This design comes from an exercise in tuning for small area and a short achievable clock period on the open sky130 flow, not from production work.
Only simulation tests tie the RTL to the original design; equivalence was not proved.

==> v18 <==
Design synth, start of the top module:
module synth (reset, freqs, play, clk, out, volume);
	input  logic        reset, clk;
	input  logic [5:0]  play;
	input  logic [71:0] freqs;
	input  logic [23:0] volume;
	output logic [23:0] out;
	genvar n;
	logic [5:0][23:0] w;
	generate
		for (n = 0; n < 6; n = n + 1) begin : all_notes
			Triangle_wave tr_note (.freq(freqs[12*n +: 12]), .clk(clk), .out(w[n]), .reset(reset),
				.stop(~play[n]), .volume(volume[4*n +: 4]));
		end
	endgenerate
	logic [5:0][22:0] wm;
	logic [5:0]       wn;
	generate
		for (n = 0; n < 6; n = n + 1) begin : mask
			if (n < 5) begin : m
				assign wm[n] = w[n][22:0] & {23{play[n]}};
				assign wn[n] = ~(w[n][23] & play[n]);
			end else begin : m
				assign wm[n] = w[n][22:0];
				assign wn[n] = ~w[n][23];
			end
		end
	endgenerate
	logic [26:0] S, SA, SB;
	logic ms_w1, ms_w2, ms_w4, ms_w5, ms_w7, ms_w8, ms_w10, ms_w11, ms_w13, ms_w14, ms_w16, ms_w17;
	logic ms_w19, ms_w20, ms_w22, ms_w23, ms_w25, ms_w26, ms_w28, ms_w29, ms_w31, ms_w32, ms_w34, ms_w35;
	logic ms_w37, ms_w38, ms_w40, ms_w41, ms_w43, ms_w44, ms_w46, ms_w47, ms_w49, ms_w50, ms_w52, ms_w53;
	logic ms_w55, ms_w56, ms_w58, ms_w59, ms_w61, ms_w62, ms_w64, ms_w65, ms_w67, ms_w68, ms_w70, ms_w71;
  ...
==> flow/config.mk <==
export PLATFORM = sky130hd
export DESIGN_NAME = synth
export DESIGN_NICKNAME = synth
export VERILOG_FILES = /design/flow/design.v
export SDC_FILE = /design/flow/constraint.sdc
export NUM_CORES = 4
export LEC_CHECK = 0
export ABC_AREA = 1
export CAP_MARGIN = 20
export CORE_MARGIN = 2
export CORE_UTILIZATION = 65
export SLEW_MARGIN = 20
==> flow/constraint.sdc <==
create_clock -name core_clock -period 120.0 [get_ports {clk}]
set_input_delay 24.0000 -clock core_clock [delete_from_list [all_inputs] [get_ports {clk}]]
set_output_delay 24.0000 -clock core_clock [all_outputs]
set_load 0.01 [all_outputs]
standard.sh (not shown) runs the stock make flow with config.mk's settings and CLKGATE_MAP_FILE= SYNTH_SCRIPT=/design/flow/synth_recipe.tcl, a recipe that flattens the netlist after the stock synthesis.
==> flow/flow/run.sh <==
#!/bin/bash
# The standard layout (standard.sh) with three changes:
#  - synthesis keeps the fa and ha modules (one full or half adder each) whole
#    until the end, so that each maps to one adder cell, and skips the quick
#    ABC pass inside Yosys's synth (the flow's own ABC mapping still runs);
#  - plain buffers (buf_2) on the ports instead of the default delay cells.
# The final netlist is flattened by synth_recipe.tcl as usual.
set -euo pipefail
export SYNTH_KEEP_MODULES="fa ha"
export SYNTH_ARGS="-noabc"
export BUFFER_PORTS_ARGS="-buffer_cell sky130_fd_sc_hd__buf_2"
bash standard.sh > standard.log 2>&1
==> v6 (differences from v18) <==
--- a/flow/flow/run.sh
+++ b/flow/flow/run.sh
@@ -4,5 +4,6 @@
 #    until the end, so that each maps to one adder cell, and skips the quick
 #    ABC pass inside Yosys's synth (the flow's own ABC mapping still runs);
-#  - plain buffers (buf_2) on the ports instead of the default delay cells.
+#  - plain buffers (buf_2) on the ports instead of the default delay cells;
+#  - timing repair aims for 61 ns of setup slack (a 59 ns period), not 0.
 # The final netlist is flattened by synth_recipe.tcl as usual.
 set -euo pipefail
@@ -10,3 +11,4 @@
 export SYNTH_ARGS="-noabc"
 export BUFFER_PORTS_ARGS="-buffer_cell sky130_fd_sc_hd__buf_2"
+export SETUP_SLACK_MARGIN=61
 bash standard.sh > standard.log 2>&1
==> v29 (differences from v18) <==
==> flow/flow/run.sh (replaced) <==
#!/bin/bash
# The standard layout, with plain buffers (buf_2) on the ports instead of the
# default delay-cell buffers; everything else is the standard.sh.
set -euo pipefail
export BUFFER_PORTS_ARGS="-buffer_cell sky130_fd_sc_hd__buf_2"
bash standard.sh > standard.log 2>&1
==> results list <==
- P&R area growth vs syn: 3.671%
- Post-route setup slack: 59.50 ns
- Vias in the first global route: 25035
- The worst hold path terminates at all_notes[4].tr_note.v[0]$_SDFF_PP0_.
- Starting DRC count in detailed routing: 2219
- Postcts setup bufs: 0
* R2r endpoint: all_notes[4].tr_note.v[14]$_SDFF_PP1_
- Aggregate routed wire length: slightly above 70000 um
* Cell with the largest stage delay on the worst path: a21oi_4
- Achievable frequency: 0.01653 GHz
- In the synthesized netlist, mux cells make up 0.6576% of the area.
- The most critical setup path has its endpoint at out[3].
- Status: finished clean
- The die is ~210 um wide.
# the run above: v18

==> results list <==
* Status: finished clean
- In this run, the number of DRC markers left after iteration 0 of detailed routing was 1663.
- Cell with the largest stage delay on the worst path: nor2_4
* P&R area growth vs syn: 3.584%
* Hold path endpoint: all_notes[5].tr_note.v[0]$_SDFF_PP0_
- Postcts setup bufs: 0
- In this run the worst setup path terminates at out[1].
* Post-route setup slack: 59.01 ns
- The number of global-route vias before repair is 24900.
* Most used DFF post-synth: dfxtp_1
- Aggregate routed wire length: a little under 70000 um
- The largest total area in the synthesized netlist belongs to fa_1.
# the run above: v29

==> results list <==
* Hold path endpoint: all_notes[4].tr_note.v[0]$_SDFF_PP0_
- Aggregate routed wire length: 75510 um
- The portion of synthesized area spent on multiplexers is 0.6576%.
* Cell with the largest stage delay on the worst path: fa_2
- The critical path ends at out[21].
* Status: finished clean
- In this run the critical register-to-register path is captured at all_notes[4].tr_note.v[14]$_SDFF_PP1_.
- Vias in the first global route: 25162
- Measured along the x axis, the die boundary spans 209.3 um.
- Relative to the synthesized area, the layout overhead comes to 8.133%.
# the run above: v6

-- afterwards: timing with drivers on the ports --
In the flow no input, the clock included, has a driving cell. The finished layouts below were timed again as built, in two steps. Step 1 sets driving cells, clkbuf_16 on the clock port and buf_2 on the other inputs (assumed; they add their load-dependent delay and slew). Step 2, shift: input delay + t, output delay - t, t = (earliest + latest rising clock arrival at the registers) / 2. This alone moves slack from input paths to output paths. Slacks: ideal / step 1 / step 2; pairs: ideal / step 1.
run | shift t [ns] | slack for setup (ns) | hold WS [ns] | worst setup path at the end | latest minus earliest clock arrival (ns)
v18 | 0.453 | 59.501 / 59.481 / 59.481 | 0.654 / 0.654 / 0.654 | input to output | 0.010 / 0.010
v6 | 0.455 | 61.502 / 61.467 / 61.467 | 0.655 / 0.655 / 0.655 | input to output | 0.008 / 0.008
v29 | 0.461 | 59.012 / 58.989 / 58.989 | 0.677 / 0.677 / 0.677 | input to output | 0.031 / 0.031
After both steps every run listed still meets setup and hold. The setup slack of v6, which loses most, moves by -0.035 ns with the drivers and by -0.035 ns with both steps.
